From an optimization exercise on the open Yosys and OpenROAD flow, aimed at small area; shortcuts taken in it are not production practice.

==> inputs of 01-22 <==
Design FIR_pipeline, start of the top module:
module FIR_pipeline #(
   parameter N_taps = 33
)(
   input  clk,
   input  reset_n,
   input  [23:0] data_in,
   output [23:0] data_out
);
clock: 13.0 ns
lec_check: 0
cap_margin: 20
core_margin: 2
core_utilization: 50
slew_margin: 20
synth_hierarchical: 1
synth_minimum_keep_size: 0
run.sh (not shown) runs the stock make flow with config.mk's settings and CLKGATE_MAP_FILE= SYNTH_SCRIPT=/design/flow/synth_recipe.tcl, a recipe that flattens the netlist after the stock synthesis.
==> 01-02 (differences from 01-22) <==
--- a/flow/config.mk
+++ b/flow/config.mk
@@ -9,3 +9,5 @@
 export CORE_MARGIN = 2
-export CORE_UTILIZATION = 50
+export CORE_UTILIZATION = 60
+export CTS_BUF_LIST = sky130_fd_sc_hd__clkbuf_4 sky130_fd_sc_hd__clkbuf_8
+export GPL_TIMING_DRIVEN = 0
 export SLEW_MARGIN = 20
==> summary of the runs <==
01-02 finished clean. 01-22 finished with timing, DRC and antenna clean. Between 01-02 and 01-22, the lower global-route usage is in 01-22 (gap 8.6 points). Wire length: 01-22 is larger than 01-02 (1.6%). Of 01-22 and 01-02, 01-22 has the higher maximum frequency (gap 3.3%, measured against 01-02). Against 01-02, the cell count of 01-22 is higher by 6.7%. In 01-02 the worst setup slack is worse than in 01-22, by 0.41 ns. In 01-02 the die area is smaller than in 01-22, by 17%. Against 01-22, the clock skew of 01-02 is lower by 0.0083 ns. Of 01-02 and 01-22, 01-02 has the higher count of clock-buffer cells in the layout (gap 79).
Function was not checked in any run of this note: the RTL went through the layout flow alone.

========
==> run a: inputs <==
FIR_pipeline, a different RTL version from the one above (not shown whole).
## FIR_pipeline
module FIR_pipeline #(
   parameter N_taps = 33
)(
   input  clk,
   input  reset_n,
   input  [23:0] data_in,
   output [23:0] data_out
);
   reg [23:0] h0;
   reg [23:0] h1;
   reg [23:0] h2;
   reg [23:0] h3;
   reg [23:0] h4;
   reg [23:0] h5;
   reg [23:0] h6;
   reg [23:0] h7;
   reg [23:0] h8;
   reg [23:0] h9;
   reg [23:0] h10;
   reg [23:0] h11;
   reg [23:0] h12;
   reg [23:0] h13;
   reg [23:0] h14;
   reg [23:0] h15;
   reg [23:0] h16;
   reg [23:0] h17;
   reg [23:0] h18;
   reg [23:0] h19;
   reg [23:0] h20;
   reg [23:0] h21;
   reg [23:0] h22;
   reg [23:0] h23;
   reg [23:0] h24;
   reg [23:0] h25;
   reg [23:0] h26;
   reg [23:0] h27;
   reg [23:0] h28;
   reg [23:0] h29;
   reg [23:0] h30;
   reg [23:0] h31;
   reg [23:0] h32;
   reg [23:0] out_a, out_b;
   reg out_c;
  wire s1, c2;
  fir_ha us1 (h0[0], h32[0], s1, c2);
  wire s3, c4;
  fir_fa us3 (h0[1], h32[1], c2, s3, c4);
  wire s5, c6;
  fir_fa us5 (h0[2], h32[2], c4, s5, c6);
  wire s7, c8;
  fir_fa us7 (h0[3], h32[3], c6, s7, c8);
  wire s9, c10;
  fir_fa us9 (h0[4], h32[4], c8, s9, c10);
  wire s11, c12;
  fir_fa us11 (h0[5], h32[5], c10, s11, c12);
  wire s13, c14;
  fir_fa us13 (h0[6], h32[6], c12, s13, c14);
  wire s15, c16;
  fir_fa us15 (h0[7], h32[7], c14, s15, c16);
  wire s17, c18;
  fir_fa us17 (h0[8], h32[8], c16, s17, c18);
  wire s19, c20;
  fir_fa us19 (h0[9], h32[9], c18, s19, c20);
  wire s21, c22;
  fir_fa us21 (h0[10], h32[10], c20, s21, c22);
  wire s23, c24;
  fir_fa us23 (h0[11], h32[11], c22, s23, c24);
  wire s25, c26;
  fir_ha us25 (h0[12], h32[12], s25, c26);
  wire s27, c28;
  fir_fa us27 (h0[13], h32[13], c26, s27, c28);
  wire s29, c30;
  fir_fa us29 (h0[14], h32[14], c28, s29, c30);
  wire s31, c32;
  fir_fa us31 (h0[15], h32[15], c30, s31, c32);
  wire s33, c34;
  fir_fa us33 (h0[16], h32[16], c32, s33, c34);
  wire s35, c36;
  fir_fa us35 (h0[17], h32[17], c34, s35, c36);
  wire s37, c38;
  fir_fa us37 (h0[18], h32[18], c36, s37, c38);
  wire s39, c40;
  ...
Settings: LEC_CHECK=0, CAP_MARGIN=20, CORE_MARGIN=2, CORE_UTILIZATION=60, CTS_BUF_LIST=sky130_fd_sc_hd__clkbuf_16, CTS_CLUSTER_DIAMETER=100, CTS_CLUSTER_SIZE=25, GPL_TIMING_DRIVEN=0, SLEW_MARGIN=20, SYNTH_HIERARCHICAL=1, SYNTH_MINIMUM_KEEP_SIZE=0; clock period 13.0 ns.
==> run b (differences from run a) <==
==> flow/flow/run.sh (new file) <==
#!/bin/bash
set -euo pipefail
cat >> config.mk <<'EOT'
export BUFFER_PORTS_ARGS = -buffer_cell sky130_fd_sc_hd__buf_1
export CTS_ARGS = -sink_clustering_enable -repair_clock_nets -dont_use_dummy_load -sink_clustering_size 25 -sink_clustering_max_diameter 100 -buf_list sky130_fd_sc_hd__clkbuf_16
EOT
bash standard.sh > standard.log 2>&1
==> flow/standard.sh (new file) <==
#!/bin/bash
# synth_recipe.tcl (not shown) runs the flow's synth.tcl, then flattens the netlist and writes it again
# the make line also repeats each setting of config.mk as NAME=value (left out here)
make -C /OpenROAD-flow-scripts/flow DESIGN_CONFIG=/design/flow/config.mk WORK_HOME=/design/flow/orfs CLKGATE_MAP_FILE= SYNTH_SCRIPT=/design/flow/synth_recipe.tcl "${@:-finish}"
- BUFFER_PORTS_ARGS: not set -> -buffer_cell sky130_fd_sc_hd__buf_1
- CTS_ARGS: not set -> -sink_clustering_enable -repair_clock_nets -dont_use_dummy_load -sink_clustering_size 25 -sink_clustering_max_diameter 100 -buf_list sky130_fd_sc_hd__clkbuf_16
removed: flow/run.sh
==> notes <==
Fmax is about the same in run a and run b.
Register-to-register slack is about the same in run a and run b.
Final cell count is about the same in run a and run b.
Run a completed with no timing, DRC or antenna violations. Run b produced a clean layout.
Of run a and run b, run a has the higher clock-buffer cell count (gap 2).
Against run a, the critical path depth of run b is lower by 1.
Against run b, the final area of run a is higher by 0.39%.
Between run b and run a, the lower routed wire length is in run a (gap about 2%, measured against run a).
Between run b and run a, the lower worst setup slack is in run b (gap 0.0032 ns).
Between run b and run a, the lower utilization is in run b (gap 0.25 points).
Of run a and run b, run b has the higher global-route usage (gap 0.93 points).
==> figures <==
Met2 wire length: run a 121,000 µm; run b 123,000 µm
Number of antenna violations at the first check in global routing: run a 2; run b 5
Wire length per cell: run a 45.6 µm; run b 46.5 µm
Met3 GRT Util: run a 12.2%; run b 13.1%
Fraction of final layout cells with drive strength greater than 1: run a 3.09%; run b 3.14%
Max incr delay on CP: run a 0.86 ns; run b 0.96 ns
Non-clock buffer share of cell area: run a 0.965%; run b 1.03%
RePlAce Congestion: run a 1.04; run b 1.05
Transition time at the pin with the least slew margin: run a 1.22 ns; run b 1.16 ns
Headroom to the max-slew limit: run a 18.6%; run b 22.4%
Worst hold slack: run a 0.372 ns; run b 0.328 ns
Setup skew after layout: run a 0.0739 ns; run b 0.0832 ns
Final critical-path setup slack: run a 0.323 ns; run b 0.320 ns
Run status: run a finished clean; run b finished clean
Setup crit start: run a h25[0]; run b h27[0]
Non-clock buffer instance count of the final layout: run a 61; run b 80
Final critical-path required period: run a 12.68 ns; run b 12.68 ns
Arrival time at the worst endpoint: run a 13.23 ns; run b 13.14 ns
R2R setup slack: run a 0.32 ns; run b 0.32 ns
Placed wire-length estimate: run a 231,000 µm; run b 235,000 µm
Clock latency at the later pin of the worst-skew pair: run a 0.73 ns; run b 0.67 ns
No functional check of the RTL was part of any run of this note.

## what the ideal ports hide
How much do the figures lean on ideal ports? The routed layouts below were timed once more, with nothing changed but the port constraints.
Step 1 (the two cells are an assumption about what drives the block):
set clk [get_ports {clk}]
set_driving_cell -lib_cell sky130_fd_sc_hd__clkbuf_16 $clk
set_driving_cell -lib_cell sky130_fd_sc_hd__buf_2 [delete_from_list [all_inputs] $clk]
Step 2, shift: input delay + t, output delay - t, t = (earliest + latest rising clock arrival at the registers) / 2. This alone moves slack from input paths to output paths.
Slacks: ideal / step 1 / step 2; pairs: ideal / step 1.
run	shift t [ns]	setup slack, ns	worst setup path at the end	worst slew at a driven data input, ns	pins driven straight from the clock port
01-22	0.825	0.533 / 0.533 / 0.533	register to register	0.06	1
01-02	1.028	0.119 / 0.119 / 0.119	register to register	0.06	1
run a	0.781	0.323 / 0.323 / 0.323	register to register	0.05	1
run b	0.707	0.320 / 0.320 / 0.320	register to register	0.04	1
After both steps setup and hold are still met in every run listed.
